Background: an optimization exercise with open tools, aiming at small area, a short achievable clock period and few clock cycles per item. Do not read the settings as production practice. RTL that was checked went through simulation tests only; none was proved equivalent to the original. For run 2, only the layout was checked, not whether the RTL still works.

==> flow/design.v (outline; a module is shown in full before it is edited, if it fits) <==
// module accelerator: 1841 lines
module accelerator (
    input  logic clk, rst,
    input  logic signed [31:0] a0,
    input  logic signed [31:0] a1,
    input  logic signed [31:0] a2,
    input  logic signed [31:0] a3,
    input  logic signed [31:0] a4,
    input  logic signed [31:0] a5,
    input  logic signed [31:0] a6,
    input  logic signed [31:0] a7,
    input  logic signed [31:0] b0,
    input  logic signed [31:0] b1,
    input  logic signed [31:0] b2,
    input  logic signed [31:0] b3,
    input  logic signed [31:0] b4,
    input  logic signed [31:0] b5,
    input  logic signed [31:0] b6,
    input  logic signed [31:0] b7,
    input  logic start,
    output logic done,
    output logic signed [63:0] result
);
  // ...
==> flow/flow/run.sh <==
#!/bin/bash
set -euo pipefail
MARGIN=${MARGIN:-7.7}
R=orfs/results/sky130hd/accelerator/base
bash standard.sh synth > synth.log 2>&1
cp $R/1_2_yosys.v polfix_in.v
python3 flow/polfix.py polfix_in.v $R/1_2_yosys.v > polfix.log 2>&1
bash standard.sh synth > synth2.log 2>&1
bash standard.sh "BUFFER_PORTS_ARGS=-buffer_cell sky130_fd_sc_hd__buf_1" \
    MATCH_CELL_FOOTPRINT=0 SETUP_SLACK_MARGIN=$MARGIN finish > layout.log 2>&1
==> flow/flow/polfix.py <==
#!/usr/bin/env python3
"""Remove inverters between full adders in a flat Yosys netlist.

A full adder is self-dual: with all three inputs complemented it gives both
outputs complemented. Yosys's adder extraction leaves inverters between many
sky130 fa cells; this pass chooses, for each fa cell, whether it works on
complemented signals, so that as few inverters as possible are needed, and
rewires the netlist to match. Registers, ports and all other cells are left
as they are.

usage: polfix.py IN.v OUT.v
"""
import re
import sys
import random
from collections import defaultdict

OUT_PINS = {"X", "Y", "Q", "Q_N", "SUM", "COUT", "HI", "LO"}

src = open(sys.argv[1]).read()
mod_start = src.index("module ")
body_start = None
cell_re = re.compile(r"^  (sky130_fd_sc_hd__\w+) (\S+)\s+\((.*?)\n  \);\n", re.S | re.M)
pin_re = re.compile(r"\.(\w+)\(([^()]*)\)")

cells = []
first = None
last = None
for m in cell_re.finditer(src):
    if first is None:
        first = m.start()
    last = m.end()
    typ, name, body = m.group(1), m.group(2), m.group(3)
    pins = [(p, n.strip()) for p, n in pin_re.findall(body)]
    cells.append({"type": typ, "name": name, "pins": pins})
head = src[:first]
tail = src[last:]
# anything between cells other than whitespace would be lost: check
between = cell_re.sub("", src[first:last])
assert between.strip() == "", "unexpected text between cells"
assert tail.strip() == "endmodule", "unexpected text after cells"
assert "assign" not in tail and "assign" not in head.split(");", 1)[1], "assign statements present"

# output ports
outs = set()
for m in re.finditer(r"^\s*output\s+(\[(\d+):(\d+)\]\s+)?(\S+);", head, re.M):
    nm = m.group(4)
    if m.group(1):
        hi, lo = int(m.group(2)), int(m.group(3))
        for i in range(min(hi, lo), max(hi, lo) + 1):
            outs.add(f"{nm}[{i}]")
    else:
        outs.add(nm)

drv = {}
loads = defaultdict(list)  # net -> [(cell index, pin)]
for ci, c in enumerate(cells):
    for p, n in c["pins"]:
        if p in OUT_PINS:
            drv[n] = (ci, p)
        else:
            loads[n].append((ci, p))


def is_inv(ci):
    return cells[ci]["type"].startswith("sky130_fd_sc_hd__inv_")


def is_fa(ci):
    return cells[ci]["type"].startswith("sky130_fd_sc_hd__fa_")


# cells whose output can be complemented by a swap to another cell type:
# type -> (other type, its output pin, area change)
PAIRS = [("xor2_1", "X", "xnor2_1", "Y", 8.7584, 8.7584),
         ("nand2b_1", "Y", "and2b_1", "X", 6.256, 7.5072),
         ("nor2b_1", "Y", "or2b_1", "X", 6.256, 7.5072),
         ("nand2_1", "Y", "and2_1", "X", 3.7536, 6.256),
         ("nor2_1", "Y", "or2_1", "X", 3.7536, 6.256),
         ("a21oi_1", "Y", "a21o_1", "X", 5.0048, 7.5072),
         ("o21ai_0", "Y", "o21a_1", "X", 5.0048, 7.5072),
         ("a22oi_1", "Y", "a22o_1", "X", 7.5072, 8.7584),
         ("nand3_1", "Y", "and3_1", "X", 5.0048, 6.256),
         ("clkbuf_1", "X", "clkinv_1", "Y", 3.7536, 3.7536)]
XSWAP = {}
for t1, p1, t2, p2, a1, a2 in PAIRS:
    XSWAP["sky130_fd_sc_hd__" + t1] = ("sky130_fd_sc_hd__" + t2, p1, p2, a2 - a1)
    XSWAP["sky130_fd_sc_hd__" + t2] = ("sky130_fd_sc_hd__" + t1, p2, p1, a1 - a2)
INV_AREA = 3.7536


def is_xs(ci):
    return cells[ci]["type"] in XSWAP


def pin(ci, p):
    for q, n in cells[ci]["pins"]:
        if q == p:
            return n
    raise KeyError(p)


# roots: nets not driven by an inverter; chains of inverters hang off them
uses = defaultdict(list)     # root -> [(ci, pin, parity)]
chain_invs = defaultdict(list)
fixed = set()


def walk(root, net, par):
    if net in outs:
        fixed.add(root)
    for ci, p in loads[net]:
        if is_inv(ci):
            chain_invs[root].append(ci)
            walk(root, pin(ci, "Y"), par ^ 1)
        else:
            uses[root].append((ci, p, par))


roots = [n for n in set(list(drv) + list(loads)) if not (n in drv and is_inv(drv[n][0]))]
for r in roots:
    walk(r, r, 0)

# the roots this pass rewires: those touching an fa cell, not feeding a port
fa_cells = [ci for ci in range(len(cells)) if is_fa(ci)]
touch = set()
for r in roots:
    if r in fixed:
        continue
    d = drv.get(r)
    if (d and (is_fa(d[0]) or is_xs(d[0]))) or any(is_fa(ci) for ci, _, _ in uses[r]) or chain_invs[r]:
        touch.add(r)
frozen = set()
for r in roots:
    if r in fixed:
        d = drv.get(r)
        if d and is_fa(d[0]):
            frozen.add(d[0])
        for ci, _, _ in uses[r]:
            if is_fa(ci):
                frozen.add(ci)
# an inverter chain may also feed fa pins of a root that we touch; all good.

x = defaultdict(int)
fa_roots = defaultdict(set)
for r in touch:
    d = drv.get(r)
    if d and (is_fa(d[0]) or is_xs(d[0])):
        fa_roots[d[0]].add(r)
    for ci, _, _ in uses[r]:
        if is_fa(ci):
            fa_roots[ci].add(r)


def cost(r):
    d = drv.get(r)
    pol = x[d[0]] if d and (is_fa(d[0]) or is_xs(d[0])) else 0
    c0 = XSWAP[cells[d[0]]["type"]][3] if pol and d and is_xs(d[0]) else 0.0
    for ci, p, par in uses[r]:
        need = par ^ pol ^ (x[ci] if is_fa(ci) else 0)
        if need:
            return INV_AREA + c0
    return c0


before = sum(len(set(chain_invs[r])) for r in touch)
total = sum(cost(r) for r in touch)
rng = random.Random(1)
def outnet(ci):
    for q, n in cells[ci]["pins"]:
        if q in OUT_PINS:
            return n


xs_cells = [ci for ci in range(len(cells)) if is_xs(ci) and outnet(ci) in touch
            and drv.get(outnet(ci), (None,))[0] == ci]
order = [f for f in fa_cells if f not in frozen] + xs_cells
import math
best = dict(x)
best_total = total
T = 2.0
steps = 1500000
for it in range(steps):
    T = 8.0 * (1 - it / steps) + 0.04
    f = order[rng.randrange(len(order))]
    rs = fa_roots[f]
    old = sum(cost(r) for r in rs)
    x[f] ^= 1
    new = sum(cost(r) for r in rs)
    dlt = new - old
    if dlt <= 0 or rng.random() < math.exp(-dlt / T):
        total += dlt
        if total < best_total:
            best_total = total
            best = dict(x)
    else:
        x[f] ^= 1
x = defaultdict(int, best)
total = best_total

# rewrite
dead = set()
for r in touch:
    dead.update(chain_invs[r])
newcells = []
newnets = []
k = 0
for r in sorted(touch):
    d = drv.get(r)
    pol = x[d[0]] if d and (is_fa(d[0]) or is_xs(d[0])) else 0
    if d and is_xs(d[0]) and pol:
        nt, po, pn, _ = XSWAP[cells[d[0]]["type"]]
        cells[d[0]]["type"] = nt
        cells[d[0]]["pins"] = [(pn if q == po else q, n) for q, n in cells[d[0]]["pins"]]
    inv_net = None
    for ci, p, par in uses[r]:
        need = par ^ pol ^ (x[ci] if is_fa(ci) else 0)
        net = r
        if need:
            if inv_net is None:
                k += 1
                inv_net = f"_polfix_n{k}_"
                newnets.append(inv_net)
                newcells.append({"type": "sky130_fd_sc_hd__inv_1", "name": f"_polfix_i{k}_",
                                 "pins": [("A", r), ("Y", inv_net)]})
            net = inv_net
        c = cells[ci]
        c["pins"] = [(q, net if q == p else n) for q, n in c["pins"]]
        # a cell may use the same root on two pins with different needs;
        # replace one pin at a time
for ci in sorted(dead):
    pass

out = [head]
for nn in newnets:
    out.append(f"  wire {nn};\n")
for ci, c in enumerate(cells + newcells):
    if ci < len(cells) and ci in dead:
        continue
    pins = ",\n".join(f"    .{p}({n + ' ' if n.startswith(chr(92)) else n})" for p, n in c["pins"])
    out.append(f"  {c['type']} {c['name']}{' ' if c['name'].startswith(chr(92)) else ''} (\n{pins}\n  );\n")
out.append(tail)
open(sys.argv[2], "w").write("".join(out))
flipped = sum(1 for f in fa_cells if x[f])
nsw = sum(1 for f in xs_cells if x[f])
print(f"polfix: cost (inverter + swap area) {before * INV_AREA:.1f} -> {total:.1f} um2", file=sys.stderr)
print(f"polfix: {len(fa_cells)} fa cells, {flipped} flipped, {nsw} cells swapped, {len(frozen)} frozen; "
      f"inverters on touched nets {before} -> {k}", file=sys.stderr)
==> flow/standard.sh <==
#!/bin/bash
# synth_recipe.tcl (not shown) runs the flow's synth.tcl, then flattens the netlist and writes it again
# the make line also repeats each setting of config.mk as NAME=value (left out here)
make -C /OpenROAD-flow-scripts/flow DESIGN_CONFIG=/design/flow/config.mk WORK_HOME=/design/flow/orfs CLKGATE_MAP_FILE= SYNTH_SCRIPT=/design/flow/synth_recipe.tcl "${@:-finish}"
==> flow/config.mk <==
export PLATFORM = sky130hd
export DESIGN_NAME = accelerator
export DESIGN_NICKNAME = accelerator
export VERILOG_FILES = /design/flow/design.v
export SDC_FILE = /design/flow/constraint.sdc
export NUM_CORES = 4
export LEC_CHECK = 0
export CAP_MARGIN = 20
export CORE_MARGIN = 2
export CORE_UTILIZATION = 40
export SLEW_MARGIN = 20
==> flow/constraint.sdc <==
create_clock -name core_clock -period 12.0 [get_ports {clk}]
set_input_delay 2.4000 -clock core_clock [delete_from_list [all_inputs] [get_ports {clk}]]
set_output_delay 2.4000 -clock core_clock [all_outputs]
set_load 0.01 [all_outputs]
==> out/qor.csv, run 1 <==
stage,metric,value,unit
timing,Slew headroom,0.466,
clocking,CTS Root Cell,clkbuf_16,
routing,total detailed-routing wirelength,159000,um
finish,layout cells sized above 1,0.0991,
global_routing,"Remaining Overflow, GRT",0,
worst_setup_path,worst r2r src,onen[12],
floorplan,Initial Utilization,0.404,
outcome,status,timing/DRC/antenna clean,
routing,Via density,6.39,
timing,WHS,0.398,ns
worst_setup_path,CP Capture Type,flip-flop,
finish,FF+latch count,287,
timing,Worst Tran Pin Value,0.801,ns
place,Post-DP Area,0.0359,sq mm
worst_setup_path,crit path to,C[30],
routing,violation count after the first detailed-route iteration,4067,
routing,routed length on met2,65400,um
worst_setup_path,Worst Path Required,12.45,ns
finish,Leading cell kind,multi-input gates,
worst_setup_path,CP max stage delay,0.60,ns
finish,Non-Clock Inverter Count,83,
finish,non-clk buf share,0.119,
Testbench counts, summed over its fixed seeds: cycles 10,552, items 960.
==> run 2, diff against run 1 <==
--- a/flow/design.v
+++ b/flow/design.v
@@ -15,55 +15,52 @@
     input  logic signed [31:0] b4,
     input  logic signed [31:0] b5,
     input  logic signed [31:0] b6,
     input  logic signed [31:0] b7,
     input  logic start,
     output logic done,
     output logic signed [63:0] result
 );
-    logic [3:0] c;
-    logic       run, first, done_reg, fin;
+    logic [7:0] sel, selb;
+    logic       run, first, done_reg, fin, last;
     logic       ld;
-    assign ld = run ? ~c[3] : start & ~done_reg & ~fin;
+    assign ld = run ? ~last : start & ~done_reg & ~fin;
     always_ff @(posedge clk, posedge rst) begin
         if (rst) begin
-            c        <= 4'd0;
+            sel      <= 8'd1;
             run      <= 1'b0;
             first    <= 1'b0;
             done_reg <= 1'b0;
             fin      <= 1'b0;
+            last     <= 1'b0;
         end else begin
             first <= ~run & ~done_reg & ~fin & start;
             fin   <= 1'b0;
             if (run) begin
-                if (c[3]) begin
-                    run <= 1'b0;
-                    c   <= 4'd0;
-                    if (1'b1) fin <= 1'b1; else done_reg <= 1'b1;
+                if (last) begin
+                    run  <= 1'b0;
+                    last <= 1'b0;
+                    fin  <= 1'b1;
+                    sel  <= 8'd1;
                 end else begin
-                    c <= c + 4'd1;
+                    sel  <= {sel[6:0], sel[7]};
+                    last <= sel[7];
                 end
             end else if (fin) begin
                 done_reg <= 1'b1;
             end else if (done_reg) begin
                 if (!start) done_reg <= 1'b0;
             end else if (start) begin
                 run <= 1'b1;
-                c   <= 4'd1;
+                sel <= 8'd2;
             end
         end
     end
     assign done = done_reg;
-    logic [7:0] sel, selb;
-    always_ff @(posedge clk, posedge rst) begin
-        if (rst) sel <= 8'd1;
-        else if (run) sel <= c[3] ? 8'd1 : {sel[6:0], sel[7]};
-        else if (!done_reg && !fin && start) sel <= 8'd2;
-    end
     assign selb = sel & {8{ld}};
     logic [31:0] amux, bmux;
     assign amux = ({32{sel[0]}} & a0) | ({32{sel[1]}} & a1) | ({32{sel[2]}} & a2) | ({32{sel[3]}} & a3)
                 | ({32{sel[4]}} & a4) | ({32{sel[5]}} & a5) | ({32{sel[6]}} & a6) | ({32{sel[7]}} & a7);
     assign bmux = ({32{selb[0]}} & b0) | ({32{selb[1]}} & b1) | ({32{selb[2]}} & b2) | ({32{selb[3]}} & b3)
                 | ({32{selb[4]}} & b4) | ({32{selb[5]}} & b5) | ({32{selb[6]}} & b6) | ({32{selb[7]}} & b7);
     logic [31:0] bg;
     assign bg = bmux;
==> flow/flow/run.sh (replaced) <==
#!/bin/bash
set -euo pipefail
MARGIN=${MARGIN:-7.7}
R=orfs/results/sky130hd/accelerator/base
bash standard.sh synth > synth.log 2>&1
cp $R/1_2_yosys.v polfix_in.v
python3 flow/polfix.py polfix_in.v $R/1_2_yosys.v > polfix.log 2>&1
bash standard.sh synth > synth2.log 2>&1
bash standard.sh "BUFFER_PORTS_ARGS=-buffer_cell sky130_fd_sc_hd__buf_1" \
    SETUP_SLACK_MARGIN=$MARGIN finish > layout.log 2>&1
==> run 2 against run 1 <==
Largest cell class unchanged; wire length increased by 5.6%; worst setup slack improved by 0.028 ns; die area decreased by 0.73%; critical path type unchanged; still clean.
==> out/qor.csv, run 2 <==
stage,metric,value,unit,change
floorplan,Die ar.,0.0847,sq mm,
finish,Regs by FF count,"R x64, S x64, C x63",,
worst_setup_path,CP Capture Type,flip-flop,,
routing,Via density,6.48,,+1.4%
synth,number of synthesis warnings,1,,
clocking,Clock Sinks,284,,
floorplan,Die Span Y,291,um,
timing,min Tclk post-route,4.27,ns,
global_routing,vias in the first global route,30300,,
global_routing,initial antenna violation count,40,,
floorplan,number of placement rows,105,,
floorplan,io pins,580,,
synth,Synth Instances,3195,,
routing,DR WL/cell,35.5,um,
finish,"most common cell after layout, fill and taps aside",buf_1,,
job,number of max-cap violations,0,,
clocking,"Clk pin slew, worst setup/hold paths",0.06,ns,
place,Detail Placement HPWL,111000,um,
worst_setup_path,WS Path Type,reg2reg,,
timing,Final setup viols,0,,
routing,drt first pass iters,7,,
clocking,clk buf depth,3,,
finish,layout cells sized above 1,0.0952,,-0.00391
place,Routability Congestion,1.02,,
routing,violation count after the first detailed-route iteration,4075,,+0.20%
synth,syn_area_per_cell,10.3,sq um,
place,PortBufs,579,,
clocking,CTS H-Tree Depth,2,,
routing,ANT nets after route,0,,
floorplan,die width,291,um,
finish,Nets,4752,,
finish,most frequent cells in the layout,"buf_1, fa_1, o22ai_1",,
outcome,status,timing/DRC/antenna clean,,
floorplan,Initial Utilization,0.403,,-0.00171
worst_setup_path,crit path DAT,4.72,ns,
routing,Vias,30700,,
timing,Fin. Hold Viols,0,,
worst_setup_path,Worst Path Required,12.45,ns,about the same
synth,Post-Syn Nets,4342,,
floorplan,core area,0.0818,sq mm,
routing,DRC Markers,0,,
finish,Layout Area Growth over Synthesis,19.1,%,
routing,top sig layer,met5,,
routing,metal3 WL,21100,um,
timing,Achievable Freq,234,MHz,
worst_setup_path,startpoint types,flip-flop,,
timing,max-slew violations,0,,
global_routing,"Remaining Overflow, GRT",0,,unchanged
global_routing,largest net degree at the start of global routing,71,,
finish,Final Non-Filler Cells,4743,,
timing,Setup TNS,0,ns,
min_path,class of the worst hold path,reg2reg,,
routing,Metal-1 WL,54600,um,
clocking,CTS tree,done,,
timing,Worst Clk Skew,0.0576,ns,
global_routing,first-pass GRT wire length,228000,um,
routing,routed length on met2,71800,um,+9.8%
clocking,CTS Root Cell,clkbuf_16,,
place,Inst Count DP,4535,,
timing,Slew headroom,0.200,,-0.266
timing,Worst Tran Pin Value,1.19,ns,+0.391 ns
timing,RSZ-0062 raised after global routing,yes,,
global_routing,gr usage total,0.379,,
clocking,CTS Buf Count,39,,
synth,mapped cell area,0.0330,sq mm,
worst_setup_path,CP max FO,17,,
clocking,Clock Latency Late Sink,0.62,ns,
timing,final period utilization,0.356,,
clocking,Hold Buf Count CTS,0,,
routing,total detailed-routing wirelength,168000,um,+5.6%
-- run 2: routing by layer --
layer / GRT usage / up-vias
li1: - / 12100
met1: 0.425 / 15000
met2: 0.568 / 2680
met3: 0.126 / 919
met4: 0.352 / 10
met5: 0 / -
-- run 2: worst max-delay path, cell delays in order, from the launching register on --
cell and delay [ns]:
dfxtp_4 0.67, o22ai_1 0.15, xnor2_1 0.18, fa_1 0.62, fa_1 0.45, fa_1 0.52
fa_1 0.46, fa_1 0.53, fa_1 0.49
-- run 2: per-stage QoR --
step	instance area (sq um)	setup WS, ns	util	hold slack [ns]
after global placement	35600	6.46	0.435	0.447
after CTS	37700	7.68	0.461	0.448
after global routing	39200	7.66	0.479	0.440
final	39300	7.73	0.480	0.411
after detailed placement	35600	6.34	0.435	0.438
after floorplan	33000	7.71	-	0.332
-- run 2: path summary, 6_finish.rpt --
check,cells after the start,slack (ns),endpoint,start
max,8,7.73,C[39],opAn[14]
min,0,0.41,R[0],S[0]
max reg2reg,8,7.73,C[39],opAn[14]
min reg2reg,0,0.41,R[0],S[0]
max in group asynchronous,2,9.79,first,rst
min in group asynchronous,2,1.80,done_reg,rst
-- run 2: layout make-up --
type / count / area (sq um)
clock inverter: 13 / 195
fill: 7739 / 42600
sequential: 284 / 5960
clock buffer: 59 / 1180
timing repair buffer: 723 / 4400
tap: 1070 / 1340
inverter: 78 / 313
multi-input combinational: 2479 / 25800
antenna: 37 / 92.6
-- run 2: repair_timing --
item | 4_1_cts | 5_1_grt
resized for setup | 92 | 74
pin swaps | 1 | 11
cloned | 3 | 0
setup endpoints to repair | 129 | 75
setup buffers | 27 | 69

## static timing again, ports no longer ideal
The flow's constraints put no driver on any port. The routed layouts listed below were extracted and timed again, unchanged, in two steps. Step 1 (the two cells are an assumption about what drives the block):
set clk [get_ports {clk}]
set_driving_cell -lib_cell sky130_fd_sc_hd__clkbuf_16 $clk
set_driving_cell -lib_cell sky130_fd_sc_hd__buf_2 [delete_from_list [all_inputs] $clk]
Step 2 adds t to the input delays and takes it off the output delays; t is the mean of the earliest and latest rising clock arrival at the registers after step 1. Input paths then give back, and output paths get back, about the clock's delay inside the block. Slacks: ideal ports / drivers / drivers and shift; pairs: ideal ports / drivers.
run	shift t [ns]	setup slack, ns	hold slack, ns	worst setup path at the end	pins driven straight from the clock port
run 1	0.652	7.698 / 7.698 / 7.167	0.398 / 0.398 / 0.398	input to register	1
run 2	0.664	7.726 / 7.726 / 7.149	0.411 / 0.411 / 0.411	input to register	1
After both steps every run listed still meets setup and hold. For run 2, which loses most, drivers alone change the setup slack by 0.000 ns; drivers and shift together by -0.577 ns.
